Background: an optimization exercise with open tools, aiming at small area and a short achievable clock period. Do not read the settings as production practice. Only simulation tests tie the RTL to the original design; equivalence was not proved. Power figures rest on the tool's default switching activity, not on a simulated workload.

$ cat design/flow/design.v
module mac_pe (
  input  logic        clk_i,
  input  logic        rst_ni,
  input  logic [15:0] a_i,
  input  logic [15:0] b_i,
  input  logic        a_valid_i,
  input  logic        b_valid_i,
  input  logic        acc_en_i,
  input  logic        acc_clr_i,
  output logic [15:0] a_reg_o,
  output logic [15:0] b_reg_o,
  output logic [15:0] acc_x_o,
  output logic [15:0] acc_y_o
);
  logic p1;
  logic p2;
  logic p3;
  logic p4;
  logic p5;
  logic p6;
  logic p7;
  logic p8;
  logic p9;
  logic p10;
  logic p11;
  logic p12;
  logic p13;
  logic p14;
  logic p15;
  logic p16;
  logic p17;
  logic p18;
  logic p19;
  logic p20;
  logic p21;
  logic p22;
  logic p23;
  logic p24;
  logic p25;
  logic p26;
  logic p27;
  logic p28;
  logic p29;
  logic p30;
  logic p31;
  logic p32;
  logic p33;
  logic p34;
  logic p35;
  logic p36;
  logic p37;
  logic p38;
  logic p39;
  logic p40;
  logic p41;
  logic p42;
  logic p43;
  logic p44;
  logic p45;
  logic p46;
  logic p47;
  logic p48;
  logic p49;
  logic p50;
  logic p51;
  logic p52;
  logic p53;
  logic p54;
  logic p55;
  logic p56;
  logic p57;
  logic p58;
  logic p59;
  logic p60;
  logic p61;
  logic p62;
  logic p63;
  logic p64;
  logic p65;
  logic p66;
  logic p67;
  logic p68;
  logic p69;
  logic p70;
  logic p71;
  logic p72;
  logic p73;
  logic p74;
  logic p75;
  logic p76;
  logic p77;
  logic p78;
  logic p79;
  logic p80;
  logic p81;
  logic p82;
  logic p83;
  logic p84;
  logic p85;
  logic p86;
  logic p87;
  logic p88;
  logic p89;
  logic p90;
  logic p91;
  logic p92;
  logic p93;
  logic p94;
  logic p95;
  logic p96;
  logic p97;
  logic p98;
  logic p99;
  logic p100;
  logic p101;
  logic p102;
  logic p103;
  logic p104;
  logic p105;
  logic p106;
  logic p107;
  logic p108;
  logic p109;
  logic p110;
  logic p111;
  logic p112;
  logic p113;
  logic p114;
  logic p115;
  logic p116;
  logic p117;
  logic p118;
  logic p119;
  logic p120;
  logic p121;
  logic p122;
  logic p123;
  logic p124;
  logic p125;
  logic p126;
  logic p127;
  logic p128;
  logic p129;
  logic p130;
  logic p131;
  logic p132;
  logic p133;
  logic p134;
  logic p135;
  logic p136;
  logic s137;
  logic k138;
  logic s139;
  logic k140;
  logic s141;
  logic k142;
  logic s143;
  logic k144;
  logic s145;
  logic k146;
  logic s147;
  logic k148;
  logic s149;
  logic k150;
  logic s151;
  logic k152;
  logic s153;
  logic k154;
  logic s155;
  logic k156;
  logic s157;
  logic k158;
  logic s159;
  logic k160;
  logic s161;
  logic k162;
  logic s163;
  logic k164;
  logic s165;
  logic k166;
  logic s167;
  logic k168;
  logic s169;
  logic k170;
  logic s171;
  logic k172;
  logic s173;
  logic k174;
  logic s175;
  logic k176;
  logic s177;
  logic k178;
  logic s179;
  logic k180;
  logic s181;
  logic k182;
  logic s183;
  logic k184;
  logic s185;
  logic k186;
  logic s187;
  logic k188;
  logic s189;
  logic k190;
  logic s191;
  logic k192;
  logic s193;
  logic k194;
  logic s195;
  logic k196;
  logic s197;
  logic k198;
  logic s199;
  logic k200;
  logic s201;
  logic k202;
  logic s203;
  logic k204;
  logic s205;
  logic k206;
  logic s207;
  logic k208;
  logic s209;
  logic k210;
  logic s211;
  logic k212;
  logic s213;
  logic k214;
  logic s215;
  logic k216;
  logic s217;
  logic k218;
  logic s219;
  logic k220;
  logic s221;
  logic k222;
  logic s223;
  logic k224;
  logic s225;
  logic k226;
  logic s227;
  logic k228;
  logic s229;
  logic k230;
  logic s231;
  logic k232;
  logic s233;
  logic k234;
  logic s235;
  logic k236;
  logic s237;
  logic k238;
  logic s239;
  logic k240;
  logic s241;
  logic k242;
  logic s243;
  logic k244;
  logic s245;
  logic k246;
  logic s247;
  logic k248;
  logic s249;
  logic k250;
  logic s251;
  logic k252;
  logic s253;
  logic k254;
  logic s255;
  logic k256;
  logic s257;
  logic k258;
  logic s259;
  logic k260;
  logic s261;
  logic k262;
  logic s263;
  logic k264;
  logic s265;
  logic k266;
  logic s267;
  logic k268;
  logic s269;
  logic k270;
  logic s271;
  logic k272;
  logic s273;
  logic k274;
  logic s275;
  logic k276;
  logic s277;
  logic k278;
  logic s279;
  logic k280;
  logic s281;
  logic k282;
  logic s283;
  logic k284;
  logic s285;
  logic k286;
  logic s287;
  logic k288;
  logic s289;
  logic k290;
  logic s291;
  logic k292;
  logic s293;
  logic k294;
  logic s295;
  logic k296;
  logic s297;
  logic k298;
  logic s299;
  logic k300;
  logic s301;
  logic k302;
  logic s303;
  logic k304;
  logic s305;
  logic k306;
  logic s307;
  logic k308;
  logic s309;
  logic k310;
  logic s311;
  logic k312;
  logic s313;
  logic k314;
  logic s315;
  logic k316;
  logic s317;
  logic k318;
  logic s319;
  logic k320;
  logic s321;
  logic k322;
  logic s323;
  logic k324;
  logic s325;
  logic k326;
  logic s327;
  logic k328;
  logic s329;
  logic k330;
  logic s331;
  logic k332;
  logic s333;
  logic k334;
  logic s335;
  logic k336;
  logic s337;
  logic k338;
  logic s339;
  logic k340;
  logic s341;
  logic k342;
  logic s343;
  logic k344;
  logic s345;
  logic k346;
  logic s347;
  logic k348;
  logic s349;
  logic k350;
  logic s351;
  logic k352;
  logic s353;
  logic k354;
  logic s355;
  logic k356;
  logic s357;
  logic k358;
  logic s359;
  logic k360;
  logic s361;
  logic k362;
  logic s363;
  logic k364;
  logic s365;
  logic k366;
  logic s367;
  logic k368;
  logic s369;
  logic k370;
  logic s371;
  logic k372;
  logic s373;
  logic k374;
  logic s375;
  logic k376;
  logic t377;
  logic t378;
  logic [15:0] nx, ny;
  assign p1 = a_i[0] & b_i[0];
  assign p2 = a_i[0] & b_i[1];
  assign p3 = a_i[0] & b_i[2];
  assign p4 = a_i[0] & b_i[3];
  assign p5 = a_i[0] & b_i[4];
  assign p6 = a_i[0] & b_i[5];
  assign p7 = a_i[0] & b_i[6];
  assign p8 = a_i[0] & b_i[7];
  assign p9 = a_i[0] & b_i[8];
  assign p10 = a_i[0] & b_i[9];
  assign p11 = a_i[0] & b_i[10];
  assign p12 = a_i[0] & b_i[11];
  assign p13 = a_i[0] & b_i[12];
  assign p14 = a_i[0] & b_i[13];
  assign p15 = a_i[0] & b_i[14];
  assign p16 = a_i[0] & b_i[15];
  assign p17 = a_i[1] & b_i[0];
  assign p18 = a_i[1] & b_i[1];
  assign p19 = a_i[1] & b_i[2];
  assign p20 = a_i[1] & b_i[3];
  assign p21 = a_i[1] & b_i[4];
  assign p22 = a_i[1] & b_i[5];
  assign p23 = a_i[1] & b_i[6];
  assign p24 = a_i[1] & b_i[7];
  assign p25 = a_i[1] & b_i[8];
  assign p26 = a_i[1] & b_i[9];
  assign p27 = a_i[1] & b_i[10];
  assign p28 = a_i[1] & b_i[11];
  assign p29 = a_i[1] & b_i[12];
  assign p30 = a_i[1] & b_i[13];
  assign p31 = a_i[1] & b_i[14];
  assign p32 = a_i[2] & b_i[0];
  assign p33 = a_i[2] & b_i[1];
  assign p34 = a_i[2] & b_i[2];
  assign p35 = a_i[2] & b_i[3];
  assign p36 = a_i[2] & b_i[4];
  assign p37 = a_i[2] & b_i[5];
  assign p38 = a_i[2] & b_i[6];
  assign p39 = a_i[2] & b_i[7];
  assign p40 = a_i[2] & b_i[8];
  assign p41 = a_i[2] & b_i[9];
  assign p42 = a_i[2] & b_i[10];
  assign p43 = a_i[2] & b_i[11];
  assign p44 = a_i[2] & b_i[12];
  assign p45 = a_i[2] & b_i[13];
  assign p46 = a_i[3] & b_i[0];
  assign p47 = a_i[3] & b_i[1];
  assign p48 = a_i[3] & b_i[2];
  assign p49 = a_i[3] & b_i[3];
  assign p50 = a_i[3] & b_i[4];
  assign p51 = a_i[3] & b_i[5];
  assign p52 = a_i[3] & b_i[6];
  assign p53 = a_i[3] & b_i[7];
  assign p54 = a_i[3] & b_i[8];
  assign p55 = a_i[3] & b_i[9];
  assign p56 = a_i[3] & b_i[10];
  assign p57 = a_i[3] & b_i[11];
  assign p58 = a_i[3] & b_i[12];
  assign p59 = a_i[4] & b_i[0];
  assign p60 = a_i[4] & b_i[1];
  assign p61 = a_i[4] & b_i[2];
  assign p62 = a_i[4] & b_i[3];
  assign p63 = a_i[4] & b_i[4];
  assign p64 = a_i[4] & b_i[5];
  assign p65 = a_i[4] & b_i[6];
  assign p66 = a_i[4] & b_i[7];
  assign p67 = a_i[4] & b_i[8];
  assign p68 = a_i[4] & b_i[9];
  assign p69 = a_i[4] & b_i[10];
  assign p70 = a_i[4] & b_i[11];
  assign p71 = a_i[5] & b_i[0];
  assign p72 = a_i[5] & b_i[1];
  assign p73 = a_i[5] & b_i[2];
  assign p74 = a_i[5] & b_i[3];
  assign p75 = a_i[5] & b_i[4];
  assign p76 = a_i[5] & b_i[5];
  assign p77 = a_i[5] & b_i[6];
  assign p78 = a_i[5] & b_i[7];
  assign p79 = a_i[5] & b_i[8];
  assign p80 = a_i[5] & b_i[9];
  assign p81 = a_i[5] & b_i[10];
  assign p82 = a_i[6] & b_i[0];
  assign p83 = a_i[6] & b_i[1];
  assign p84 = a_i[6] & b_i[2];
  assign p85 = a_i[6] & b_i[3];
  assign p86 = a_i[6] & b_i[4];
  assign p87 = a_i[6] & b_i[5];
  assign p88 = a_i[6] & b_i[6];
  assign p89 = a_i[6] & b_i[7];
  assign p90 = a_i[6] & b_i[8];
  assign p91 = a_i[6] & b_i[9];
  assign p92 = a_i[7] & b_i[0];
  assign p93 = a_i[7] & b_i[1];
  assign p94 = a_i[7] & b_i[2];
  assign p95 = a_i[7] & b_i[3];
  assign p96 = a_i[7] & b_i[4];
  assign p97 = a_i[7] & b_i[5];
  assign p98 = a_i[7] & b_i[6];
  assign p99 = a_i[7] & b_i[7];
  assign p100 = a_i[7] & b_i[8];
  assign p101 = a_i[8] & b_i[0];
  assign p102 = a_i[8] & b_i[1];
  assign p103 = a_i[8] & b_i[2];
  assign p104 = a_i[8] & b_i[3];
  assign p105 = a_i[8] & b_i[4];
  assign p106 = a_i[8] & b_i[5];
  assign p107 = a_i[8] & b_i[6];
  assign p108 = a_i[8] & b_i[7];
  assign p109 = a_i[9] & b_i[0];
  assign p110 = a_i[9] & b_i[1];
  assign p111 = a_i[9] & b_i[2];
  assign p112 = a_i[9] & b_i[3];
  assign p113 = a_i[9] & b_i[4];
  assign p114 = a_i[9] & b_i[5];
  assign p115 = a_i[9] & b_i[6];
  assign p116 = a_i[10] & b_i[0];
  assign p117 = a_i[10] & b_i[1];
  assign p118 = a_i[10] & b_i[2];
  assign p119 = a_i[10] & b_i[3];
  assign p120 = a_i[10] & b_i[4];
  assign p121 = a_i[10] & b_i[5];
  assign p122 = a_i[11] & b_i[0];
  assign p123 = a_i[11] & b_i[1];
  assign p124 = a_i[11] & b_i[2];
  assign p125 = a_i[11] & b_i[3];
  assign p126 = a_i[11] & b_i[4];
  assign p127 = a_i[12] & b_i[0];
  assign p128 = a_i[12] & b_i[1];
  assign p129 = a_i[12] & b_i[2];
  assign p130 = a_i[12] & b_i[3];
  assign p131 = a_i[13] & b_i[0];
  assign p132 = a_i[13] & b_i[1];
  assign p133 = a_i[13] & b_i[2];
  assign p134 = a_i[14] & b_i[0];
  assign p135 = a_i[14] & b_i[1];
  assign p136 = a_i[15] & b_i[0];
  assign s137 = acc_x_o[11] ^ acc_y_o[11];
  assign k138 = acc_x_o[11] & acc_y_o[11];
  assign s139 = acc_x_o[12] ^ acc_y_o[12] ^ p13;
  assign k140 = (acc_x_o[12] & acc_y_o[12]) | (acc_x_o[12] & p13) | (acc_y_o[12] & p13);
  assign s141 = p28 ^ p42;
  assign k142 = p28 & p42;
  assign s143 = acc_x_o[13] ^ acc_y_o[13] ^ p14;
  assign k144 = (acc_x_o[13] & acc_y_o[13]) | (acc_x_o[13] & p14) | (acc_y_o[13] & p14);
  assign s145 = p29 ^ p43 ^ p56;
  assign k146 = (p29 & p43) | (p29 & p56) | (p43 & p56);
  assign s147 = p68 ^ p79;
  assign k148 = p68 & p79;
  assign s149 = acc_x_o[14] ^ acc_y_o[14] ^ p15;
  assign k150 = (acc_x_o[14] & acc_y_o[14]) | (acc_x_o[14] & p15) | (acc_y_o[14] & p15);
  assign s151 = p30 ^ p44 ^ p57;
  assign k152 = (p30 & p44) | (p30 & p57) | (p44 & p57);
  assign s153 = p69 ^ p80 ^ p90;
  assign k154 = (p69 & p80) | (p69 & p90) | (p80 & p90);
  assign s155 = p99 ^ p107;
  assign k156 = p99 & p107;
  assign s157 = acc_x_o[7] ^ acc_y_o[7];
  assign k158 = acc_x_o[7] & acc_y_o[7];
  assign s159 = acc_x_o[8] ^ acc_y_o[8] ^ p9;
  assign k160 = (acc_x_o[8] & acc_y_o[8]) | (acc_x_o[8] & p9) | (acc_y_o[8] & p9);
  assign s161 = p24 ^ p38;
  assign k162 = p24 & p38;
  assign s163 = acc_x_o[9] ^ acc_y_o[9] ^ p10;
  assign k164 = (acc_x_o[9] & acc_y_o[9]) | (acc_x_o[9] & p10) | (acc_y_o[9] & p10);
  assign s165 = p25 ^ p39 ^ p52;
  assign k166 = (p25 & p39) | (p25 & p52) | (p39 & p52);
  assign s167 = p64 ^ p75;
  assign k168 = p64 & p75;
  assign s169 = acc_x_o[10] ^ acc_y_o[10] ^ p11;
  assign k170 = (acc_x_o[10] & acc_y_o[10]) | (acc_x_o[10] & p11) | (acc_y_o[10] & p11);
  assign s171 = p26 ^ p40 ^ p53;
  assign k172 = (p26 & p40) | (p26 & p53) | (p40 & p53);
  assign s173 = p65 ^ p76 ^ p86;
  assign k174 = (p65 & p76) | (p65 & p86) | (p76 & p86);
  assign s175 = p95 ^ p103;
  assign k176 = p95 & p103;
  assign s177 = p12 ^ p27 ^ p41;
  assign k178 = (p12 & p27) | (p12 & p41) | (p27 & p41);
  assign s179 = p54 ^ p66 ^ p77;
  assign k180 = (p54 & p66) | (p54 & p77) | (p66 & p77);
  assign s181 = p87 ^ p96 ^ p104;
  assign k182 = (p87 & p96) | (p87 & p104) | (p96 & p104);
  assign s183 = p111 ^ p117 ^ p122;
  assign k184 = (p111 & p117) | (p111 & p122) | (p117 & p122);
  assign s185 = p55 ^ p67 ^ p78;
  assign k186 = (p55 & p67) | (p55 & p78) | (p67 & p78);
  assign s187 = p88 ^ p97 ^ p105;
  assign k188 = (p88 & p97) | (p88 & p105) | (p97 & p105);
  assign s189 = p112 ^ p118 ^ p123;
  assign k190 = (p112 & p118) | (p112 & p123) | (p118 & p123);
  assign s191 = p127 ^ k138 ^ s139;
  assign k192 = (p127 & k138) | (p127 & s139) | (k138 & s139);
  assign s193 = p89 ^ p98 ^ p106;
  assign k194 = (p89 & p98) | (p89 & p106) | (p98 & p106);
  assign s195 = p113 ^ p119 ^ p124;
  assign k196 = (p113 & p119) | (p113 & p124) | (p119 & p124);
  assign s197 = p128 ^ p131 ^ k140;
  assign k198 = (p128 & p131) | (p128 & k140) | (p131 & k140);
  assign s199 = k142 ^ s143 ^ s145;
  assign k200 = (k142 & s143) | (k142 & s145) | (s143 & s145);
  assign s201 = p114 ^ p120 ^ p125;
  assign k202 = (p114 & p120) | (p114 & p125) | (p120 & p125);
  assign s203 = p129 ^ p132 ^ p134;
  assign k204 = (p129 & p132) | (p129 & p134) | (p132 & p134);
  assign s205 = k144 ^ k146 ^ k148;
  assign k206 = (k144 & k146) | (k144 & k148) | (k146 & k148);
  assign s207 = s149 ^ s151 ^ s153;
  assign k208 = (s149 & s151) | (s149 & s153) | (s151 & s153);
  assign s209 = acc_x_o[4] ^ acc_y_o[4];
  assign k210 = acc_x_o[4] & acc_y_o[4];
  assign s211 = acc_x_o[5] ^ acc_y_o[5] ^ p6;
  assign k212 = (acc_x_o[5] & acc_y_o[5]) | (acc_x_o[5] & p6) | (acc_y_o[5] & p6);
  assign s213 = p21 ^ p35;
  assign k214 = p21 & p35;
  assign s215 = acc_x_o[6] ^ acc_y_o[6] ^ p7;
  assign k216 = (acc_x_o[6] & acc_y_o[6]) | (acc_x_o[6] & p7) | (acc_y_o[6] & p7);
  assign s217 = p22 ^ p36 ^ p49;
  assign k218 = (p22 & p36) | (p22 & p49) | (p36 & p49);
  assign s219 = p61 ^ p72;
  assign k220 = p61 & p72;
  assign s221 = p8 ^ p23 ^ p37;
  assign k222 = (p8 & p23) | (p8 & p37) | (p23 & p37);
  assign s223 = p50 ^ p62 ^ p73;
  assign k224 = (p50 & p62) | (p50 & p73) | (p62 & p73);
  assign s225 = p83 ^ p92 ^ s157;
  assign k226 = (p83 & p92) | (p83 & s157) | (p92 & s157);
  assign s227 = p51 ^ p63 ^ p74;
  assign k228 = (p51 & p63) | (p51 & p74) | (p63 & p74);
  assign s229 = p84 ^ p93 ^ p101;
  assign k230 = (p84 & p93) | (p84 & p101) | (p93 & p101);
  assign s231 = k158 ^ s159 ^ s161;
  assign k232 = (k158 & s159) | (k158 & s161) | (s159 & s161);
  assign s233 = p85 ^ p94 ^ p102;
  assign k234 = (p85 & p94) | (p85 & p102) | (p94 & p102);
  assign s235 = p109 ^ k160 ^ k162;
  assign k236 = (p109 & k160) | (p109 & k162) | (k160 & k162);
  assign s237 = s163 ^ s165 ^ s167;
  assign k238 = (s163 & s165) | (s163 & s167) | (s165 & s167);
  assign s239 = p110 ^ p116 ^ k164;
  assign k240 = (p110 & p116) | (p110 & k164) | (p116 & k164);
  assign s241 = k166 ^ k168 ^ s169;
  assign k242 = (k166 & k168) | (k166 & s169) | (k168 & s169);
  assign s243 = s171 ^ s173 ^ s175;
  assign k244 = (s171 & s173) | (s171 & s175) | (s173 & s175);
  assign s245 = s137 ^ k170 ^ k172;
  assign k246 = (s137 & k170) | (s137 & k172) | (k170 & k172);
  assign s247 = k174 ^ k176 ^ s177;
  assign k248 = (k174 & k176) | (k174 & s177) | (k176 & s177);
  assign s249 = s179 ^ s181 ^ s183;
  assign k250 = (s179 & s181) | (s179 & s183) | (s181 & s183);
  assign s251 = s141 ^ k178 ^ k180;
  assign k252 = (s141 & k178) | (s141 & k180) | (k178 & k180);
  assign s253 = k182 ^ k184 ^ s185;
  assign k254 = (k182 & k184) | (k182 & s185) | (k184 & s185);
  assign s255 = s187 ^ s189 ^ s191;
  assign k256 = (s187 & s189) | (s187 & s191) | (s189 & s191);
  assign s257 = s147 ^ k186 ^ k188;
  assign k258 = (s147 & k186) | (s147 & k188) | (k186 & k188);
  assign s259 = k190 ^ k192 ^ s193;
  assign k260 = (k190 & k192) | (k190 & s193) | (k192 & s193);
  assign s261 = s195 ^ s197 ^ s199;
  assign k262 = (s195 & s197) | (s195 & s199) | (s197 & s199);
  assign s263 = s155 ^ k194 ^ k196;
  assign k264 = (s155 & k194) | (s155 & k196) | (k194 & k196);
  assign s265 = k198 ^ k200 ^ s201;
  assign k266 = (k198 & k200) | (k198 & s201) | (k200 & s201);
  assign s267 = s203 ^ s205 ^ s207;
  assign k268 = (s203 & s205) | (s203 & s207) | (s205 & s207);
  assign s269 = acc_x_o[2] ^ acc_y_o[2];
  assign k270 = acc_x_o[2] & acc_y_o[2];
  assign s271 = acc_x_o[3] ^ acc_y_o[3] ^ p4;
  assign k272 = (acc_x_o[3] & acc_y_o[3]) | (acc_x_o[3] & p4) | (acc_y_o[3] & p4);
  assign s273 = p19 ^ p33;
  assign k274 = p19 & p33;
  assign s275 = p5 ^ p20 ^ p34;
  assign k276 = (p5 & p20) | (p5 & p34) | (p20 & p34);
  assign s277 = p47 ^ p59 ^ s209;
  assign k278 = (p47 & p59) | (p47 & s209) | (p59 & s209);
  assign s279 = p48 ^ p60 ^ p71;
  assign k280 = (p48 & p60) | (p48 & p71) | (p60 & p71);
  assign s281 = k210 ^ s211 ^ s213;
  assign k282 = (k210 & s211) | (k210 & s213) | (s211 & s213);
  assign s283 = p82 ^ k212 ^ k214;
  assign k284 = (p82 & k212) | (p82 & k214) | (k212 & k214);
  assign s285 = s215 ^ s217 ^ s219;
  assign k286 = (s215 & s217) | (s215 & s219) | (s217 & s219);
  assign s287 = k216 ^ k218 ^ k220;
  assign k288 = (k216 & k218) | (k216 & k220) | (k218 & k220);
  assign s289 = s221 ^ s223 ^ s225;
  assign k290 = (s221 & s223) | (s221 & s225) | (s223 & s225);
  assign s291 = k222 ^ k224 ^ k226;
  assign k292 = (k222 & k224) | (k222 & k226) | (k224 & k226);
  assign s293 = s227 ^ s229 ^ s231;
  assign k294 = (s227 & s229) | (s227 & s231) | (s229 & s231);
  assign s295 = k228 ^ k230 ^ k232;
  assign k296 = (k228 & k230) | (k228 & k232) | (k230 & k232);
  assign s297 = s233 ^ s235 ^ s237;
  assign k298 = (s233 & s235) | (s233 & s237) | (s235 & s237);
  assign s299 = k234 ^ k236 ^ k238;
  assign k300 = (k234 & k236) | (k234 & k238) | (k236 & k238);
  assign s301 = s239 ^ s241 ^ s243;
  assign k302 = (s239 & s241) | (s239 & s243) | (s241 & s243);
  assign s303 = k240 ^ k242 ^ k244;
  assign k304 = (k240 & k242) | (k240 & k244) | (k242 & k244);
  assign s305 = s245 ^ s247 ^ s249;
  assign k306 = (s245 & s247) | (s245 & s249) | (s247 & s249);
  assign s307 = k246 ^ k248 ^ k250;
  assign k308 = (k246 & k248) | (k246 & k250) | (k248 & k250);
  assign s309 = s251 ^ s253 ^ s255;
  assign k310 = (s251 & s253) | (s251 & s255) | (s253 & s255);
  assign s311 = k252 ^ k254 ^ k256;
  assign k312 = (k252 & k254) | (k252 & k256) | (k254 & k256);
  assign s313 = s257 ^ s259 ^ s261;
  assign k314 = (s257 & s259) | (s257 & s261) | (s259 & s261);
  assign s315 = k258 ^ k260 ^ k262;
  assign k316 = (k258 & k260) | (k258 & k262) | (k260 & k262);
  assign s317 = s263 ^ s265 ^ s267;
  assign k318 = (s263 & s265) | (s263 & s267) | (s265 & s267);
  assign s319 = acc_x_o[1] ^ acc_y_o[1];
  assign k320 = acc_x_o[1] & acc_y_o[1];
  assign s321 = p3 ^ p18 ^ p32;
  assign k322 = (p3 & p18) | (p3 & p32) | (p18 & p32);
  assign s323 = p46 ^ k270 ^ s271;
  assign k324 = (p46 & k270) | (p46 & s271) | (k270 & s271);
  assign s325 = k272 ^ k274 ^ s275;
  assign k326 = (k272 & k274) | (k272 & s275) | (k274 & s275);
  assign s327 = k276 ^ k278 ^ s279;
  assign k328 = (k276 & k278) | (k276 & s279) | (k278 & s279);
  assign s329 = k280 ^ k282 ^ s283;
  assign k330 = (k280 & k282) | (k280 & s283) | (k282 & s283);
  assign s331 = k284 ^ k286 ^ s287;
  assign k332 = (k284 & k286) | (k284 & s287) | (k286 & s287);
  assign s333 = k288 ^ k290 ^ s291;
  assign k334 = (k288 & k290) | (k288 & s291) | (k290 & s291);
  assign s335 = k292 ^ k294 ^ s295;
  assign k336 = (k292 & k294) | (k292 & s295) | (k294 & s295);
  assign s337 = k296 ^ k298 ^ s299;
  assign k338 = (k296 & k298) | (k296 & s299) | (k298 & s299);
  assign s339 = k300 ^ k302 ^ s303;
  assign k340 = (k300 & k302) | (k300 & s303) | (k302 & s303);
  assign s341 = k304 ^ k306 ^ s307;
  assign k342 = (k304 & k306) | (k304 & s307) | (k306 & s307);
  assign s343 = k308 ^ k310 ^ s311;
  assign k344 = (k308 & k310) | (k308 & s311) | (k310 & s311);
  assign s345 = k312 ^ k314 ^ s315;
  assign k346 = (k312 & k314) | (k312 & s315) | (k314 & s315);
  assign s347 = acc_x_o[0] ^ p1;
  assign k348 = acc_x_o[0] & p1;
  assign s349 = p2 ^ p17 ^ s319;
  assign k350 = (p2 & p17) | (p2 & s319) | (p17 & s319);
  assign s351 = s269 ^ k320 ^ s321;
  assign k352 = (s269 & k320) | (s269 & s321) | (k320 & s321);
  assign s353 = s273 ^ k322 ^ s323;
  assign k354 = (s273 & k322) | (s273 & s323) | (k322 & s323);
  assign s355 = s277 ^ k324 ^ s325;
  assign k356 = (s277 & k324) | (s277 & s325) | (k324 & s325);
  assign s357 = s281 ^ k326 ^ s327;
  assign k358 = (s281 & k326) | (s281 & s327) | (k326 & s327);
  assign s359 = s285 ^ k328 ^ s329;
  assign k360 = (s285 & k328) | (s285 & s329) | (k328 & s329);
  assign s361 = s289 ^ k330 ^ s331;
  assign k362 = (s289 & k330) | (s289 & s331) | (k330 & s331);
  assign s363 = s293 ^ k332 ^ s333;
  assign k364 = (s293 & k332) | (s293 & s333) | (k332 & s333);
  assign s365 = s297 ^ k334 ^ s335;
  assign k366 = (s297 & k334) | (s297 & s335) | (k334 & s335);
  assign s367 = s301 ^ k336 ^ s337;
  assign k368 = (s301 & k336) | (s301 & s337) | (k336 & s337);
  assign s369 = s305 ^ k338 ^ s339;
  assign k370 = (s305 & k338) | (s305 & s339) | (k338 & s339);
  assign s371 = s309 ^ k340 ^ s341;
  assign k372 = (s309 & k340) | (s309 & s341) | (k340 & s341);
  assign s373 = s313 ^ k342 ^ s343;
  assign k374 = (s313 & k342) | (s313 & s343) | (k342 & s343);
  assign s375 = s317 ^ k344 ^ s345;
  assign k376 = (s317 & k344) | (s317 & s345) | (k344 & s345);
  assign t377 = acc_x_o[15] ^ acc_y_o[15] ^ p16 ^ p31 ^ p45 ^ p58 ^ p70 ^ p81 ^ p91 ^ p100 ^ p108 ^ p115 ^ p121 ^ p126 ^ p130 ^ p133 ^ p135 ^ p136 ^ k150 ^ k152 ^ k154 ^ k156 ^ k202 ^ k204 ^ k206 ^ k208 ^ k264 ^ k266 ^ k268 ^ k316 ^ k318;
  assign t378 = k346 ^ k376;
  assign nx = {t377, k374, k372, k370, k368, k366, k364, k362, k360, k358, k356, k354, k352, k350, k348, s347};
  assign ny = {t378, s375, s373, s371, s369, s367, s365, s363, s361, s359, s357, s355, s353, s351, s349, 1'b0};
  always_ff @(posedge clk_i) begin
    if (a_valid_i) a_reg_o <= a_i;
    if (b_valid_i) b_reg_o <= b_i;
  end
  always_ff @(posedge clk_i or negedge rst_ni) begin
    if (!rst_ni) begin
      acc_x_o <= '0;
      acc_y_o <= '0;
    end else if (acc_clr_i) begin
      acc_x_o <= '0;
      acc_y_o <= '0;
    end else if (acc_en_i) begin
      acc_x_o <= nx;
      acc_y_o <= ny;
    end
  end
endmodule
module mac_array #(
  parameter int unsigned DATA_WIDTH = 16,
  parameter int unsigned M_ROWS     = 4,
  parameter int unsigned N_COLS     = 4,
  parameter int unsigned PE_COUNT   = M_ROWS * N_COLS
)(
  input  logic                                clk_i,
  input  logic                                rst_ni,
  input  logic [  M_ROWS-1:0][DATA_WIDTH-1:0] array_a_i,
  input  logic [  N_COLS-1:0][DATA_WIDTH-1:0] array_b_i,
  input  logic                                feed_a_valid_i,
  input  logic                                feed_b_valid_i,
  input  logic                                a_clr_i,
  input  logic                                b_clr_i,
  input  logic                                acc_clr_i,
  output logic [PE_COUNT-1:0][DATA_WIDTH-1:0] acc_x_o,
  output logic [PE_COUNT-1:0][DATA_WIDTH-1:0] acc_y_o
);
  logic [M_ROWS-1:0][N_COLS-1:0][DATA_WIDTH-1:0] a_reg;
  logic [M_ROWS-1:0][N_COLS-1:0][DATA_WIDTH-1:0] b_reg;
  logic [N_COLS-1:0] a_live;
  logic [M_ROWS-1:0] b_live;
  logic              acc_valid;
  assign acc_valid = feed_a_valid_i | feed_b_valid_i;
  always_ff @(posedge clk_i or negedge rst_ni) begin
    if (!rst_ni) begin
      a_live <= '0;
    end else if (a_clr_i) begin
      a_live <= '0;
    end else if (feed_a_valid_i) begin
      a_live <= {a_live[N_COLS-2:0], 1'b1};
    end
  end
  always_ff @(posedge clk_i or negedge rst_ni) begin
    if (!rst_ni) begin
      b_live <= '0;
    end else if (b_clr_i) begin
      b_live <= '0;
    end else if (feed_b_valid_i) begin
      b_live <= {b_live[M_ROWS-2:0], 1'b1};
    end
  end
  genvar i, j;
  generate
    for (i = 0; i < M_ROWS; i++) begin : array_row
      for (j = 0; j < N_COLS; j++) begin : array_col
        logic [DATA_WIDTH-1:0] a_in, b_in;
        logic                  a_in_live, b_in_live;
        if (j == 0) begin : a_port
          assign a_in      = array_a_i[i];
          assign a_in_live = 1'b1;
        end else begin : a_chain
          assign a_in      = a_reg[i][j-1];
          assign a_in_live = a_live[j-1];
        end
        if (i == 0) begin : b_port
          assign b_in      = array_b_i[j];
          assign b_in_live = 1'b1;
        end else begin : b_chain
          assign b_in      = b_reg[i-1][j];
          assign b_in_live = b_live[i-1];
        end
        mac_pe i_mac_pe (
          .clk_i      ( clk_i                      ),
          .rst_ni     ( rst_ni                     ),
          .a_i        ( a_in                       ),
          .b_i        ( b_in                       ),
          .a_valid_i  ( feed_a_valid_i             ),
          .b_valid_i  ( feed_b_valid_i             ),
          .acc_en_i   ( acc_valid & a_in_live & b_in_live ),
          .acc_clr_i  ( acc_clr_i                  ),
          .a_reg_o    ( a_reg[i][j]                ),
          .b_reg_o    ( b_reg[i][j]                ),
          .acc_x_o    ( acc_x_o[i * N_COLS + j]    ),
          .acc_y_o    ( acc_y_o[i * N_COLS + j]    )
        );
      end
    end
  endgenerate
endmodule
module stream_out #(
  parameter int unsigned DATA_WIDTH = 16,
  parameter int unsigned TOTAL_ELEM = 16,
  parameter int unsigned IDX_WIDTH  = $clog2(TOTAL_ELEM)
)(
  input  logic                                  clk_i,
  input  logic                                  rst_ni,
  input  logic [TOTAL_ELEM-1:0][DATA_WIDTH-1:0] bus_x_i,
  input  logic [TOTAL_ELEM-1:0][DATA_WIDTH-1:0] bus_y_i,
  input  logic                                  start_stream_i,
  input  logic                                  stream_clr_i,
  output logic                 [DATA_WIDTH-1:0] stream_data_o,
  output logic                                  stream_valid_o
);
  logic [IDX_WIDTH-1:0] index_reg;
  logic streaming_active;
  logic counter_done;
  logic [DATA_WIDTH-1:0] sel_x, sel_y;
  assign counter_done = (index_reg == TOTAL_ELEM-1);
  assign sel_x = bus_x_i[index_reg];
  assign sel_y = bus_y_i[index_reg];
  always_ff @(posedge clk_i or negedge rst_ni) begin
    if (!rst_ni) begin
      streaming_active <= 1'b0;
    end else if (counter_done || stream_clr_i) begin
      streaming_active <= 1'b0;
    end else if (start_stream_i) begin
      streaming_active <= 1'b1;
    end
  end
  always_ff @(posedge clk_i or negedge rst_ni) begin
    if (!rst_ni) begin
      index_reg <= '0;
    end else if (counter_done || stream_clr_i) begin
      index_reg <= '0;
    end else if (start_stream_i || streaming_active) begin
      index_reg <= index_reg + 1'b1;
    end
  end
  always_ff @(posedge clk_i or negedge rst_ni) begin
    if (!rst_ni) begin
      stream_data_o  <= '0;
      stream_valid_o <= 1'b0;
    end else if (stream_clr_i) begin
      stream_data_o  <= '0;
      stream_valid_o <= 1'b0;
    end else if (start_stream_i || streaming_active) begin
      stream_data_o  <= sel_x + sel_y;
      stream_valid_o <= 1'b1;
    end else begin
      stream_valid_o <= 1'b0;
    end
  end
endmodule
module top_systolic_array #(
  parameter int unsigned DATA_WIDTH = 16,
  parameter int unsigned RESET_VAL  = 0,
  parameter int unsigned M_ROWS     = 4,
  parameter int unsigned N_COLS     = 4,
  parameter int unsigned TOTAL_ELEM = M_ROWS * N_COLS
)(
  input  logic clk_i,
  input  logic rst_ni,
  input  logic [M_ROWS*DATA_WIDTH-1:0] array_a_i,
  input  logic [N_COLS*DATA_WIDTH-1:0] array_b_i,
  input  logic feed_a_valid_i,
  input  logic feed_b_valid_i,
  input  logic a_clr_i,
  input  logic b_clr_i,
  input  logic acc_clr_i,
  input  logic start_stream_i,
  input  logic stream_clr_i,
  output logic stream_valid_o,
  output logic [DATA_WIDTH-1:0] stream_data_o
);
  logic [TOTAL_ELEM-1:0][DATA_WIDTH-1:0] bus_x, bus_y;
  mac_array #(
    .DATA_WIDTH      ( DATA_WIDTH     ),
    .M_ROWS          ( M_ROWS         ),
    .N_COLS          ( N_COLS         )
  ) i_mac_array (
    .clk_i           ( clk_i          ),
    .rst_ni          ( rst_ni         ),
    .array_a_i       ( array_a_i      ),
    .array_b_i       ( array_b_i      ),
    .feed_a_valid_i  ( feed_a_valid_i ),
    .feed_b_valid_i  ( feed_b_valid_i ),
    .a_clr_i         ( a_clr_i        ),
    .b_clr_i         ( b_clr_i        ),
    .acc_clr_i       ( acc_clr_i      ),
    .acc_x_o         ( bus_x          ),
    .acc_y_o         ( bus_y          )
  );
  stream_out #(
    .DATA_WIDTH      ( DATA_WIDTH     ),
    .TOTAL_ELEM      ( TOTAL_ELEM     )
  ) i_stream_out (
    .clk_i           ( clk_i          ),
    .rst_ni          ( rst_ni         ),
    .bus_x_i         ( bus_x          ),
    .bus_y_i         ( bus_y          ),
    .start_stream_i  ( start_stream_i ),
    .stream_clr_i    ( stream_clr_i   ),
    .stream_data_o   ( stream_data_o  ),
    .stream_valid_o  ( stream_valid_o )
  );
endmodule
$ cat design/flow/constraint.sdc
create_clock -name core_clock -period 8.0 [get_ports {clk_i}]
set_input_delay 1.6000 -clock core_clock [delete_from_list [all_inputs] [get_ports {clk_i}]]
set_output_delay 1.6000 -clock core_clock [all_outputs]
set_load 0.01 [all_outputs]
$ cat design/flow/flow/polarity.py
#!/usr/bin/env python3
"""Re-phase full adders in a mapped sky130 netlist to remove inverters.

A full adder is self-dual: FA(~a,~b,~c) = (~sum, ~cout). Flipping the phase of
an adder cell inverts what it needs on its inputs and what it drives on its
outputs, without changing the cell. This script picks a phase per sky130 fa_*
cell (greedy local search) to minimise the number of inverters needed, then
rebuilds the inverter trees it touched. Registers and all other cells are left
as they are. Usage: polarity.py IN.v OUT.v
"""
import re, sys, random

OUTS = {'X', 'Y', 'Q', 'Q_N', 'SUM', 'COUT', 'HI', 'LO'}
src = open(sys.argv[1]).read()

inst_re = re.compile(r'^(\s*)(sky130_fd_sc_hd__\w+)\s+(\S+)\s*\((.*?)\n\s*\);\n', re.S | re.M)
pin_re = re.compile(r'\.(\w+)\((.*?)\)\s*(?:,|$)', re.M)

cells = []
for m in inst_re.finditer(src):
    typ, name, body = m.group(2), m.group(3), m.group(4)
    pins = [(p, n.strip()) for p, n in pin_re.findall(body)]
    cells.append(dict(typ=typ, name=name, pins=pins, span=m.span(), indent=m.group(1)))

# module ports
hdr = src[:src.index(');')]
ports = set()
for m in re.finditer(r'^\s*(input|output|inout)\s+(?:wire\s+)?(\[[^\]]*\]\s*)?(\S+?)\s*;', src, re.M):
    ports.add(m.group(3))
def base(n):
    n = n.strip()
    if n.startswith('\\'):
        b = n.split(' ')[0]
    else:
        b = n
    return re.sub(r'\[\d+\]$', '', b) if not n.startswith('\\') else b.rstrip()

def is_port(n):
    b = n.strip()
    if b.startswith('\\'):
        return b.split(' ')[0] in ports or b in ports
    return re.sub(r'\s*\[\d+\]$', '', b) in ports

driver = {}
loads = {}
for ci, c in enumerate(cells):
    for p, n in c['pins']:
        if not n or n.startswith("1'") or n.startswith('{'):
            continue
        if p in OUTS:
            driver[n] = (ci, p)
        else:
            loads.setdefault(n, []).append((ci, p))

def is_inv(ci):
    return re.match(r'sky130_fd_sc_hd__(clk)?inv_\d+$', cells[ci]['typ']) is not None
def is_fa(ci):
    return re.match(r'sky130_fd_sc_hd__fa_\d+$', cells[ci]['typ']) is not None

# roots: nets not driven by an inverter
def pinnet(ci, p):
    for q, n in cells[ci]['pins']:
        if q == p:
            return n
roots = {}
for n in set(list(driver) + list(loads)):
    d = driver.get(n)
    if d is not None and is_inv(d[0]):
        continue
    # walk the inverter tree
    cons = []  # (ci, pin, polarity)
    invs = []
    nets = [n]
    stack = [(n, 0)]
    bad = is_port(n)
    while stack:
        m, q = stack.pop()
        for ci, p in loads.get(m, []):
            if is_inv(ci):
                invs.append(ci)
                y = pinnet(ci, 'Y')
                nets.append(y)
                if is_port(y):
                    bad = True
                stack.append((y, q ^ 1))
            else:
                cons.append((ci, p, q))
    roots[n] = dict(cons=cons, invs=invs, nets=nets, bad=bad,
                    src=d[0] if d is not None else None)

fas = [ci for ci in range(len(cells)) if is_fa(ci)]
x = {ci: 0 for ci in fas}
fixed = set()
for r, R in roots.items():
    if R['bad'] or R['src'] is None:
        for ci, p, q in R['cons']:
            if ci in x:
                fixed.add(ci)
        if R['src'] in x:
            fixed.add(R['src'])

def need(R, ci, q):
    xs = x.get(R['src'], 0) if R['src'] is not None else 0
    return q ^ xs ^ x.get(ci, 0)

def cost(R):
    if not R['cons']:
        return 0
    return 1 if any(need(R, ci, q) for ci, p, q in R['cons']) else 0

fa_roots = {ci: set() for ci in fas}
for r, R in roots.items():
    if R['src'] in x:
        fa_roots[R['src']].add(r)
    for ci, p, q in R['cons']:
        if ci in x:
            fa_roots[ci].add(r)

total0 = sum(cost(R) for R in roots.values())
orig_inv = sum(len(R['invs']) for R in roots.values())
random.seed(1)
import math
order = [f for f in fas if f not in fixed]
cur = total0
best = cur
bestx = dict(x)
T = 2.0
steps = 400 * max(1, len(order))
for step in range(steps):
    f = order[random.randrange(len(order))]
    rs = fa_roots[f]
    before = sum(cost(roots[r]) for r in rs)
    x[f] ^= 1
    after = sum(cost(roots[r]) for r in rs)
    d = after - before
    if d <= 0 or random.random() < math.exp(-d / T):
        cur += d
        if cur < best:
            best = cur
            bestx = dict(x)
    else:
        x[f] ^= 1
    T = max(0.02, 2.0 * (1 - step / steps))
x = bestx
total1 = sum(cost(R) for R in roots.values())
sys.stderr.write(f"fa={len(fas)} fixed={len(fixed)} flipped={sum(x.values())} "
                 f"inverters: original {orig_inv}, needed before {total0}, after {total1}\n")

# rebuild: for every root touching an FA, drop its inverters and reconnect.
edits = {}      # ci -> {pin: newnet}
remove = set()
newcells = []
newwires = []
k = 0
for r, R in roots.items():
    touches = (R['src'] in x) or any(ci in x for ci, p, q in R['cons'])
    if not touches or R['bad'] or not R['cons']:
        continue
    inv_net = None
    for ci in R['invs']:
        remove.add(ci)
    for ci, p, q in R['cons']:
        if need(R, ci, q):
            if inv_net is None:
                k += 1
                inv_net = f"_pol_net_{k}_"
                newwires.append(inv_net)
                newcells.append((f"_pol_inv_{k}_", r, inv_net))
            edits.setdefault(ci, {})[p] = inv_net
        else:
            edits.setdefault(ci, {})[p] = r

def esc(n):
    return n + ' ' if n.startswith('\\') else n

out = []
pos = 0
for ci, c in enumerate(cells):
    s, e = c['span']
    out.append(src[pos:s])
    pos = e
    if ci in remove:
        continue
    pins = c['pins']
    ed = edits.get(ci, {})
    body = ",\n".join(f"{c['indent']}  .{p}({esc(ed.get(p, n))})" for p, n in pins)
    out.append(f"{c['indent']}{c['typ']} {c['name']} (\n{body}\n{c['indent']});\n")
rest = src[pos:]
i = rest.rindex('endmodule')
add = "".join(f"  wire {w};\n" for w in newwires)
add += "".join(f"  sky130_fd_sc_hd__inv_1 {n} (\n    .A({esc(a)}),\n    .Y({y})\n  );\n" for n, a, y in newcells)
out.append(rest[:i] + add + rest[i:])
open(sys.argv[2], 'w').write("".join(out))
sys.stderr.write(f"removed {len(remove)} inverters, added {len(newcells)}\n")
$ cat design/flow/standard.sh
#!/bin/bash
# synth_recipe.tcl (not shown) runs the flow's synth.tcl, then flattens the netlist and writes it again
# the make line also repeats each setting of config.mk as NAME=value (left out here)
make -C /OpenROAD-flow-scripts/flow DESIGN_CONFIG=/design/flow/config.mk WORK_HOME=/design/flow/orfs CLKGATE_MAP_FILE= SYNTH_SCRIPT=/design/flow/synth_recipe.tcl "${@:-finish}"
$ cat design/flow/flow/run.sh
#!/bin/bash
# Layout flow: the standard ORFS flow with two changes.
#  1. After the standard synthesis, flow/polarity.py re-phases the full-adder
#     cells (a full adder is self-dual) so fewer inverters are needed between
#     them. Registers and every other cell are kept as synthesised.
#  2. Ports are buffered with a plain buffer (buf_4) instead of the delay
#     cell buffer_ports picks by default.
# Each tool's output goes to a log file of its own in this folder.
set -euo pipefail
R=orfs/results/sky130hd/top_systolic_array/base
EXTRA=("BUFFER_PORTS_ARGS=-buffer_cell sky130_fd_sc_hd__buf_4")
if [[ -f flow/extra.txt ]]; then
  while read -r l; do [[ -n "$l" ]] && EXTRA+=("$l"); done < flow/extra.txt
fi
export BUFFER_PORTS_ARGS="-buffer_cell sky130_fd_sc_hd__buf_4"
bash standard.sh "${EXTRA[@]}" synth > make_synth.log 2>&1
cp $R/1_2_yosys.v 1_2_yosys.standard.v
python3 flow/polarity.py 1_2_yosys.standard.v $R/1_2_yosys.v > polarity.log 2>&1
touch $R/1_2_yosys.v
bash standard.sh "${EXTRA[@]}" finish > make_finish.log 2>&1
$ cat design/flow/config.mk
export PLATFORM = sky130hd
export DESIGN_NAME = top_systolic_array
export DESIGN_NICKNAME = top_systolic_array
export VERILOG_FILES = /design/flow/design.v
export SDC_FILE = /design/flow/constraint.sdc
export NUM_CORES = 4
export LEC_CHECK = 0
export CAP_MARGIN = 20
export CORE_MARGIN = 2
export CORE_UTILIZATION = 50
export SETUP_SLACK_MARGIN = 4.0
export SLEW_MARGIN = 20
==> results of run 1 <==
## power by group through the flow
stage / registers, mW / clock network [mW] / logic [mW]
floorplan: 5.68 / 0 / 8.95
global placement: 6.51 / 0 / 11.5
detailed placement: 6.51 / 0 / 11.7
CTS: 6.35 / 5.37 / 12.1
global route: 6.34 / 5.55 / 14.2
finish: 6.34 / 5.30 / 12.4
## layer usage
layer  share of wire  global-route usage  wire, um  vias up
met5         0.00029                   0        90        -
met4           0.085               0.227     26300       14
met3           0.067              0.0546     20800      718
met2            0.47               0.552    146000     2605
met1            0.37               0.431    115000    32500
li1                -                   -         -    25200
## stage by stage
stage / hold slack, ps / worst slack [ps] / std cells / area [um2] / util
final: 460 / 3720 / 10600 / 102000 / 0.562
after global routing: 480 / 3620 / 10600 / 102000 / 0.562
after CTS: 461 / 3710 / 10500 / 99900 / 0.553
after detailed placement: 441 / 2830 / 10200 / 94700 / 0.524
after global placement: 444 / 2820 / 10200 / 94700 / 0.524
after floorplan: 424 / 3120 / 8001 / 92000 / -
## placed cells by master (no fill, tap or decap), types with 110 or more instances in the layout
cell type  instances
fa_2             202
buf_4            339
xnor2_1          397
ha_1             251
dfrtp_1          521
inv_1            799
nand2_1         1275
and2_4           110
and2_1          1237
mux4_2           149
o21ai_0          327
edfxtp_1         384
clkbuf_16        116
fa_1            1479
## final timing paths
kind,to,depth (start not counted),startpoint,slack [ps]
min in group asynchronous,async pin,1,rst_ni,790
setup reg to reg,register,11,register,3850
hold / removal,register,0,register,460
hold reg to reg,register,0,register,460
max in group asynchronous,async pin,2,rst_ni,5770
setup / recovery,register,12,array_a_i[2],3720
## layout make-up
| cell class | instances | area, um2 | area share |
|---|---|---|---|
| inverter | 834 | 3130 | 0.0308 |
| clock inverter | 71 | 787 | 0.00775 |
| sequential | 908 | 24700 | 0.243 |
| clock buffer | 135 | 2980 | 0.0293 |
| timing repair buffer | 436 | 4130 | 0.0407 |
| multi-input combinational | 5888 | 62900 | 0.619 |
| antenna | 5 | 12.5 | 0.000123 |
| tap | 2370 | 2970 | 0.0292 |
## critical path: cells and delay by family
family,cells,cell delay [ps]
adders and majority gates,5,2480
and+or+nand+nor,1,150
AOI/OAI and AO/OA,1,200
buffers and inverters,5,510
## what timing repair did
action | 4_1_cts | 5_1_grt
buffers inserted | 114 | 111
gates resized for setup | 148 | 224
endpoints found under the setup margin | 130 | 180
cloned | 1 | 5
pin swaps | 89 | 180
==> impl_metrics.csv, run 1 <==
group,metric,value,unit
pwr,total_power,24.1,mW
yosys,synth_nets,10100,
yosys,syn_area_per_cell,11.4,um2
yosys,netlist_instances,8001,
global_route,grt_pass1_vias,66600,
place,io_buffer_count,153,
routing,drt-initial-drc-count,5149,
die,core,181000,um2
routing,drt_wl_total,309000,um
critical_path,path_common_cell,"fa_2",
routing,detail-route-antenna-nets,0,
timing,drv_slew,0,
pwr,p_seq_frac,0.263,
global_route,grt_max_degree,142,
clocking,clock_latency,770,ps
place,hpwl,232000,um
clocking,postCtsHoldBufs,0,
clocking,cts_root_buf,"clkbuf_16",
critical_path,slowest_delay,590,ps
routing,via_count,61000,
die,die_height,431,um
global_route,grt_pass1_wl,457000,um
pwr,p_leak,44.0,nW
pwr,combPwrFrac,0.517,
timing,fin_worst_skew,29.1,ps
timing,fin_crit,4280,ps
pwr,vdd_drop_max,0.170,mV
final_layout,largest-register,"i_mac_array.array_row.array_col.i_mac_pe.acc_x_o",
clocking,clock-sinks,908,
critical_path,crit_type,"input pin to register",
final_layout,drive_above_1_share,0.144,
die,start_util,0.504,
pwr,power_switching,9.81,mW
pwr,p_int,14.3,mW
clocking,cts.clk_slew.worst_paths,70,ps
global_route,track_usage,0.343,
die,die_w,431,um
timing,rsz0062_at_grt,"yes",
timing,maxSlewHeadroom,0.293,
timing,setup_viol,0,
clocking,tritoncts,"done",
critical_path,worstPathArrival,4940,ps
critical_path,worstPathMaxFanout,6,
die,rows,156,
routing,drc,0,
final_layout,largest_reg_flops,256,
clocking,ctsLongestPathBuffers,3,
pwr,clkPwrFrac,0.220,
timing,max_freq,234,MHz
critical_path,crit_required,8660,ps
routing,via_per_inst,5.73,
yosys,yosys_warnings,3,
run_status,outcome,"complete, no violations",
critical_path,cpMaxStageDelayCell,"fa_1",
die,ioPinCount,154,
hold_path,hp-class,"register to register",
pwr,p_sw_frac,0.408,
global_route,grt-ovfl-total,0,
timing,fin_crit_sh,0.535,
final_layout,layout.nets,10200,
place,gp_congestion,0.944,
final_layout,top_regs,"i_mac_array.array_row.array_col.i_mac_pe.acc_x_o: 256 flops, i_mac_array.array_row.array_col.i_mac_pe.acc_y_o: 240 flops",
die,dieArea,185000,um2
timing,tightest_slew,1060,ps
final_layout,nFillCells,15400,
final_layout,area_delta_synth_final,11.5,%
global_route,grt_antenna_before_repair,22,
clocking,numCtsBuffers,108,
run,cap_violations,0,
clocking,cts.htree.levels,3,
timing,fin_setup_tns,0,ps
critical_path,path_cells,"buf_12 > buf_4 > buf_6 > buf_12 > and2_4 > fa_1 > fa_2 > fa_2 > fa_1 > fa_2 > inv_2 > a211oi_2",
yosys,synth_area,91000,um2
critical_path,end_kind,"register",
routing,wl_per_cell,29.0,um
critical_path,start_kind,"input pin",
routing,dr.pass1.iters,6,
timing,report.final.hold_viol_count,0,
pwr,p_per_area,237,nW/um2
==> inputs of run 2 (changes only) <==
==> design/flow/flow/extra.txt (new file) <==
MATCH_CELL_FOOTPRINT=0
--- a/design/flow/flow/polarity.py
+++ b/design/flow/flow/polarity.py
@@ -10,6 +10,7 @@
 """
 import re, sys, random
 
+LIB = '/OpenROAD-flow-scripts/flow/platforms/sky130hd/lib/sky130_fd_sc_hd__tt_025C_1v80.lib'
 OUTS = {'X', 'Y', 'Q', 'Q_N', 'SUM', 'COUT', 'HI', 'LO'}
 src = open(sys.argv[1]).read()
 
@@ -89,7 +90,30 @@
                     src=d[0] if d is not None else None)
 
 fas = [ci for ci in range(len(cells)) if is_fa(ci)]
+fa_set = set(fas)
 x = {ci: 0 for ci in fas}
+
+# Simple gates whose output phase can be swapped by using the complementary
+# cell (and2 <-> nand2, or2 <-> nor2, xor2 <-> xnor2).
+lib = open(LIB).read()
+AREA = {m.group(1): float(m.group(2)) for m in re.finditer(
+    r'cell \(\"?(sky130_fd_sc_hd__\w+)\"?\)\s*\{.*?area\s*:\s*([0-9.]+)', lib, re.S)}
+PAIRS = [('and2', 'nand2', 'X', 'Y'), ('or2', 'nor2', 'X', 'Y'), ('xor2', 'xnor2', 'X', 'Y')]
+swap = {}   # ci -> (newtype, oldout, newout, area delta)
+for ci, c in enumerate(cells):
+    m = re.match(r'sky130_fd_sc_hd__(\w+?)_(\d+)$', c['typ'])
+    if not m:
+        continue
+    fam, sz = m.group(1), m.group(2)
+    for a, b, pa, pb in PAIRS:
+        for f1, f2, p1, p2 in ((a, b, pa, pb), (b, a, pb, pa)):
+            if fam == f1:
+                nt = f"sky130_fd_sc_hd__{f2}_{sz}"
+                if nt in AREA:
+                    swap[ci] = (nt, p1, p2, AREA[nt] - AREA[c['typ']])
+for ci in swap:
+    x[ci] = 0
+INV = AREA['sky130_fd_sc_hd__inv_1']
 fixed = set()
 for r, R in roots.items():
     if R['bad'] or R['src'] is None:
@@ -101,14 +125,16 @@
 
 def need(R, ci, q):
     xs = x.get(R['src'], 0) if R['src'] is not None else 0
-    return q ^ xs ^ x.get(ci, 0)
+    return q ^ xs ^ (x[ci] if ci in fa_set else 0)
 
 def cost(R):
+    g = R['src']
+    c0 = swap[g][3] if (g in swap and x[g]) else 0.0
     if not R['cons']:
-        return 0
-    return 1 if any(need(R, ci, q) for ci, p, q in R['cons']) else 0
-
-fa_roots = {ci: set() for ci in fas}
+        return c0
+    return c0 + (INV if any(need(R, ci, q) for ci, p, q in R['cons']) else 0)
+
+fa_roots = {ci: set() for ci in x}
 for r, R in roots.items():
     if R['src'] in x:
         fa_roots[R['src']].add(r)
@@ -120,12 +146,12 @@
 orig_inv = sum(len(R['invs']) for R in roots.values())
 random.seed(1)
 import math
-order = [f for f in fas if f not in fixed]
+order = [f for f in x if f not in fixed]
 cur = total0
 best = cur
 bestx = dict(x)
-T = 2.0
-steps = 400 * max(1, len(order))
+T = 2.0 * INV
+steps = 300 * max(1, len(order))
 for step in range(steps):
     f = order[random.randrange(len(order))]
     rs = fa_roots[f]
@@ -140,11 +166,12 @@
             bestx = dict(x)
     else:
         x[f] ^= 1
-    T = max(0.02, 2.0 * (1 - step / steps))
+    T = max(0.02, 2.0 * INV * (1 - step / steps))
 x = bestx
 total1 = sum(cost(R) for R in roots.values())
-sys.stderr.write(f"fa={len(fas)} fixed={len(fixed)} flipped={sum(x.values())} "
-                 f"inverters: original {orig_inv}, needed before {total0}, after {total1}\n")
+sys.stderr.write(f"fa={len(fas)} swappable gates={len(swap)} fixed={len(fixed)} "
+                 f"flipped fa={sum(x[f] for f in fas)} gates={sum(x[g] for g in swap)} "
+                 f"inverters: original {orig_inv}; cost (um2) before {total0:.1f}, after {total1:.1f}\n")
 
 # rebuild: for every root touching an FA, drop its inverters and reconnect.
 edits = {}      # ci -> {pin: newnet}
@@ -153,7 +180,7 @@
 newwires = []
 k = 0
 for r, R in roots.items():
-    touches = (R['src'] in x) or any(ci in x for ci, p, q in R['cons'])
+    touches = (R['src'] in x and (R['src'] not in swap or x[R['src']])) or any(ci in fas and x[ci] for ci, p, q in R['cons']) or (R['src'] in fas) or any(ci in fas for ci, p, q in R['cons'])
     if not touches or R['bad'] or not R['cons']:
         continue
     inv_net = None
@@ -183,8 +210,13 @@
         continue
     pins = c['pins']
     ed = edits.get(ci, {})
-    body = ",\n".join(f"{c['indent']}  .{p}({esc(ed.get(p, n))})" for p, n in pins)
-    out.append(f"{c['indent']}{c['typ']} {c['name']} (\n{body}\n{c['indent']});\n")
+    typ = c['typ']
+    ren = {}
+    if ci in swap and x[ci]:
+        typ, po, pn, _ = swap[ci]
+        ren = {po: pn}
+    body = ",\n".join(f"{c['indent']}  .{ren.get(p, p)}({esc(ed.get(p, n))})" for p, n in pins)
+    out.append(f"{c['indent']}{typ} {c['name']} (\n{body}\n{c['indent']});\n")
 rest = src[pos:]
 i = rest.rindex('endmodule')
 add = "".join(f"  wire {w};\n" for w in newwires)
--- a/design/flow/config.mk
+++ b/design/flow/config.mk
@@ -8,5 +8,5 @@
 export CAP_MARGIN = 20
 export CORE_MARGIN = 2
 export CORE_UTILIZATION = 50
-export SETUP_SLACK_MARGIN = 4.0
+export SETUP_SLACK_MARGIN = 4.5
 export SLEW_MARGIN = 20
==> run 2 against run 1 <==
Worst setup slack worse by 60 ps. Highest routed layer unchanged. Critical path type unchanged. Core utilization up 2.7 points. Still clean. Global-route usage up 0.33 points. Sequential share of layout area down 0.76 points. Critical path depth down 1. Count of clock-buffer cells in the layout up 4. Clock power up 2%. Cell count up 2.5%. Non-clock buffer count up 327. Via count up 2.3%.
==> impl_metrics.csv, run 2 <==
group,metric,value,unit
pwr,combPwrFrac,0.529,
routing,dr.pass1.iters,6,
timing,maxSlewHeadroom,0.249,
final_layout,fin_area,105000,um2
critical_path,cpMaxStageDelayCell,"fa_1",
global_route,track_usage,0.346,
timing,setup_viol,0,
place,placed_area,93900,um2
pwr,power_switching,9.91,mW
die,die_height,427,um
timing,drv_slew,0,
yosys,syn_area_per_cell,11.2,um2
timing,fin_setup_tns,0,ps
timing,rsz0062_at_grt,"yes",
clocking,cts.clk_slew.worst_paths,60,ps
critical_path,crit_type,"input pin to register",
yosys,netlist_instances,7956,
pwr,p_leak,42.2,nW
yosys,synth_nets,10000,
hold_path,hp-class,"register to register",
yosys,synth_area,89400,um2
global_route,grt_pass1_vias,67400,
critical_path,reg2reg_depth,10,
pwr,vdd_drop_max,0.199,mV
critical_path,r2r_slack,3750,ps
final_layout,layout.nets,10500,
final_layout,layout_common_cells,"nand2_1, fa_1, inv_1",
clocking,cts_root_buf,"clkbuf_16",
timing,tightest_slew,1120,ps
run_status,outcome,"complete, no violations",
global_route,grt_pass1_wl,453000,um
final_layout,largest_reg_flops,256,
place,hpwl,224000,um
critical_path,cp_top_family,"adder cells",
clocking,clock_latency,790,ps
critical_path,slowest_delay,580,ps
global_route,grt_max_degree,127,
global_route,grt-ovfl-total,0,
clocking,clock-sinks,908,
critical_path,cp_num_buf_inv,2,
clocking,postCtsHoldBufs,0,
routing,drc,0,
timing,max_freq,230,MHz
clocking,cts.htree.levels,3,
pwr,p_per_area,235,nW/um2
final_layout,final_common_cell,"nand2_1",
routing,drt_wl_total,306000,um
die,ioPinCount,154,
final_layout,largest-register,"i_mac_array.array_row.array_col.i_mac_pe.acc_x_o",
global_route,grt_antenna_before_repair,17,
routing,drt-initial-drc-count,5885,
timing,fin_crit_sh,0.543,
routing,via_count,62400,
timing,fin_worst_skew,30.1,ps
yosys,yosys_warnings,3,
timing,report.final.hold_viol_count,0,
place,gp_congestion,0.949,
die,core,178000,um2
clocking,numCtsBuffers,109,
run,cap_violations,0,
die,dieArea,182000,um2
routing,wl_per_cell,28.1,um
final_layout,top_regs,"i_mac_array.array_row.array_col.i_mac_pe.acc_x_o: 256 flops, i_mac_array.array_row.array_col.i_mac_pe.acc_y_o: 240 flops",
timing,fin_crit,4340,ps
critical_path,path_cells,"buf_8 > and2_4 > fa_1 > fa_1 > fa_2 > fa_2 > fa_1 > inv_2 > fa_2 > xor2_1 > o31ai_1",
final_layout,post-route-util,0.589,
clocking,tritoncts,"done",
routing,via_per_inst,5.72,
die,die_w,427,um
hold_path,whs_path_depth,0,
pwr,p_seq_frac,0.251,
final_layout,drive_above_1_share,0.232,
pwr,p_sw_frac,0.402,
critical_path,crit_required,8670,ps
critical_path,start_kind,"input pin",
die,start_util,0.502,
pwr,p_int,14.7,mW
pwr,clkPwrFrac,0.219,
critical_path,worstPathMaxFanout,5,
final_layout,area_delta_synth_final,17.3,%
clocking,ctsLongestPathBuffers,3,
place,io_buffer_count,153,
critical_path,end_kind,"register",
routing,detail-route-antenna-nets,0,
die,rows,155,
critical_path,worstPathArrival,5010,ps
==> run 2: worst reg2reg max path, cell delays in order (launching register included) <==
cell and delay, ps:
edfxtp_1 760, and2_4 270, fa_1 440, fa_1 580
fa_2 470, fa_2 370, fa_1 500, inv_2 40
fa_2 340, xor2_1 150, o31ai_1 240
==> run 2: final cells by class <==
class	instances	area [um2]
Fill cell	14700	73200
Multi-Input combinational cell	5888	62900
Sequential cell	908	24700
Timing Repair Buffer	763	7540
Clock buffer	139	3000
Inverter	789	2960
Tap cell	2355	2950
Clock inverter	69	803
Antenna cell	2	5.00
==> run 2: power by group through the flow <==
| stage | Combinational (mW) | Sequential [mW] | Clock, mW |
|---|---|---|---|
| 6_report | 13.0 | 6.20 | 5.40 |
| 5_1_grt | 14.8 | 6.19 | 5.65 |
| 4_1_cts | 12.6 | 6.19 | 5.46 |
| 3_5_place_dp | 11.7 | 6.47 | 0 |
| 3_3_place_gp | 11.4 | 6.47 | 0 |
| 2_1_floorplan | 9.04 | 5.68 | 0 |
==> run 2: worst max path at each step <==
stage,depth (start not counted),endpoint,start,slack (ps)
3_5_place_dp,11,register,array_a_i[16],2790
4_1_cts,11,register,array_b_i[61],3680
6_report,11,register,array_b_i[59],3660
2_1_floorplan,11,register,array_a_i[17],3080
3_3_place_gp,12,register,array_a_i[0],2840
5_1_grt,11,register,array_b_i[59],3590
==> run 2: layer usage <==
| metal | part of all wire | track usage | vias up |
|---|---|---|---|
| met5 | 0.000088 | 0 | - |
| met4 | 0.086 | 0.236 | 4 |
| met3 | 0.081 | 0.0652 | 786 |
| met2 | 0.47 | 0.551 | 3003 |
| met1 | 0.36 | 0.432 | 32800 |
| li1 | - | - | 25800 |
==> run 2: metrics by stage <==
step / setup WS, ps / instances / hold slack (ps) / power, mW
6_report: 3660 / 10900 / 479 / 24.6
5_1_grt: 3590 / 10900 / 510 / 26.6
4_1_cts: 3680 / 10800 / 481 / 24.3
3_5_place_dp: 2790 / 10200 / 448 / 18.2
3_3_place_gp: 2840 / 10200 / 441 / 17.9
2_1_floorplan: 3080 / 7956 / 424 / 14.7
==> run 2: repair_timing <==
item,CTS,global route
resized for setup,488,349
endpoints found under the setup margin,381,261
buffers inserted,421,122
gates cloned,9,1
hold endpoints to repair,0,0
pin swaps,312,353
==> inputs of run 3 (changes only) <==
removed: design/flow/flow/extra.txt
==> run 3 against run 2 <==
Maximum frequency grew 1.5%. Highest routed layer unchanged. Cell count grew 0.33%. Synthesized cell count is the same. Global-route usage grew 0.30 points. Worst hold slack lost 8.1 ps. Clock power is essentially flat. Sequential share of layout area shrank 0.14 points. Final area grew 0.60%. Count of clock-buffer cells in the layout grew 8. Flip-flop and latch count is the same. Core utilization grew 0.35 points. First-iteration DRC count shrank 5.8%.
==> impl_metrics.csv, run 3 <==
group,metric,value,unit
run_status,outcome,"complete, no violations",
pwr,p_leak,42.4,nW
pwr,vdd_drop_max,0.182,mV
global_route,grt_pass1_vias,67900,
routing,dr.pass1.iters,6,
yosys,synth_area,89400,um2
yosys,yosys_warnings,3,
timing,fin_crit,4280,ps
timing,fin_crit_sh,0.535,
clocking,postCtsHoldBufs,0,
die,die_height,427,um
clocking,tritoncts,"done",
global_route,track_usage,0.349,
yosys,netlist_instances,7956,
final_layout,layout.nets,10600,
critical_path,start_kind,"input pin",
routing,drt-initial-drc-count,5544,
place,hpwl,225000,um
timing,tightest_slew,1080,ps
pwr,p_per_area,235,nW/um2
global_route,grt_max_degree,129,
final_layout,final_common_cell,"nand2_1",
critical_path,worstPathArrival,4970,ps
global_route,grt_pass1_wl,457000,um
timing,worst_slack,3720,ps
final_layout,largest_reg_flops,256,
routing,via_per_inst,5.75,
clocking,clock-sinks,908,
final_layout,nFillCells,14600,
routing,detail-route-antenna-nets,0,
routing,drc,0,
clocking,cts.htree.levels,3,
timing,max_freq,234,MHz
timing,report.final.hold_viol_count,0,
final_layout,area_delta_synth_final,18.0,%
clocking,clock_latency,790,ps
place,place_ws,2830,ps
critical_path,crit_required,8690,ps
routing,via_count,62900,
clocking,cts_root_buf,"clkbuf_16",
clocking,numCtsBuffers,110,
place,io_buffer_count,153,
timing,fin_worst_skew,43.8,ps
hold_path,hp-class,"register to register",
final_layout,top_regs,"i_mac_array.array_row.array_col.i_mac_pe.acc_x_o: 256 flops, i_mac_array.array_row.array_col.i_mac_pe.acc_y_o: 240 flops",
routing,drt_wl_total,308000,um
final_layout,drive_above_1_share,0.241,
die,start_util,0.502,
critical_path,worstPathMaxFanout,4,
timing,setup_viol,0,
clocking,ctsLongestPathBuffers,3,
final_layout,layout_common_cells,"nand2_1, fa_1, inv_1",
timing,drv_slew,0,
timing,rsz0062_at_grt,"yes",
timing,fin_setup_tns,0,ps
clocking,cts.clk_slew.worst_paths,70,ps
global_route,grt-ovfl-total,0,
global_route,grt_antenna_before_repair,17,
yosys,synth_nets,10000,
yosys,syn_area_per_cell,11.2,um2
critical_path,end_kind,"register",
place,gp_congestion,0.969,
die,die_w,427,um
die,dieArea,182000,um2
run,cap_violations,0,
die,core,178000,um2
routing,wl_per_cell,28.2,um
die,rows,155,
die,ioPinCount,154,
timing,maxSlewHeadroom,0.280,
final_layout,largest-register,"i_mac_array.array_row.array_col.i_mac_pe.acc_x_o",
critical_path,crit_type,"input pin to register",
## run 3: cell count changes in the layout (fill, tap and decap cells not counted), moves of 11 or more
cell / previous run / this run
and2_1: 605 / 594
and2_4: 169 / 180
buf_12: 67 / 81
buf_4: 540 / 557
clkinv_4: 2 / 13
fa_1: 1228 / 1199
fa_2: 453 / 482
## run 3: final cells by class
type / instances / area [um2] / share of cell area
repair buffers: 792 / 7970 / 0.0755
clock inverters: 63 / 768 / 0.00728
inverters: 789 / 2960 / 0.0281
diodes: 7 / 17.5 / 0.000166
clock buffers: 147 / 3080 / 0.0292
well taps: 2355 / 2950 / 0.0279
flip-flops and latches: 908 / 24700 / 0.234
multi-input cells: 5888 / 63100 / 0.598
## run 3: where the power goes
part	switching [mW]	internal [mW]	total, mW
logic	6.79	6.43	13.2
clock network	2.29	3.12	5.41
registers	0.883	5.30	6.18
total	9.97	14.8	24.8
## run 3: final timing paths
kind / to / slack [ps] / start / cells after the start
setup / recovery: register / 3720 / array_b_i[13] / 12
hold / removal: register / 470 / register / 0
setup reg to reg: register / 3860 / register / 11
hold reg to reg: register / 470 / register / 0
max in group asynchronous: async pin / 5650 / rst_ni / 3
min in group asynchronous: async pin / 770 / rst_ni / 1
## run 3: worst max-delay path: stages
cell	delay, ps
buf_4	130
and2_1	160
fa_1	480
fa_1	500
fa_2	350
fa_1	480
fa_1	500
fa_1	370
inv_1	80
xnor2_1	110
nand2_1	80
a21oi_2	140
## run 3: layer usage
layer | track usage | wire length (um) | vias to the layer above
li1 | - | - | 25900
met1 | 0.430 | 111000 | 33200
met2 | 0.551 | 144000 | 2952
met3 | 0.0694 | 23700 | 919
met4 | 0.256 | 29300 | 8
met5 | 0 | 48 | -
## run 3: metrics by stage
stage / instance area [um2] / total power, mW / instances / hold slack, ps / utilization
finish: 105000 / 24.8 / 10900 / 471 / 0.593
global route: 105000 / 26.7 / 10900 / 479 / 0.592
CTS: 103000 / 24.5 / 10800 / 469 / 0.580
detailed placement: 93900 / 18.2 / 10200 / 454 / 0.527
global placement: 93900 / 18.0 / 10200 / 442 / 0.527
floorplan: 91500 / 14.7 / 7956 / 424 / -
## run 3: timing repair
item,4_1_cts,5_1_grt
resized for setup,537,400
setup buffers,440,132
setup endpoints to repair,319,306
cloned,9,1
pin swaps,324,318

[static timing again, ports no longer ideal]
No port has a modelled driver above. Below, the same layouts with a new extraction and two added sets of constraints.
Step 1: set_driving_cell puts a clkbuf_16 on clk_i and a buf_2 on each other input, an assumption about the parent block.
Step 2 also shifts input and output timing later by t, the mid clock arrival at the registers, as if the neighbouring blocks saw the same clock.
Three values: no drivers, after step 1, after step 2; two values: the first two.
run	t, ns	slack for setup (ns)
run 1	0.854	3.719 / 3.769 / 2.915
run 2	0.859	3.659 / 3.703 / 2.844
run 3	0.853	3.723 / 3.770 / 2.917
After both steps every run listed still meets setup and hold.
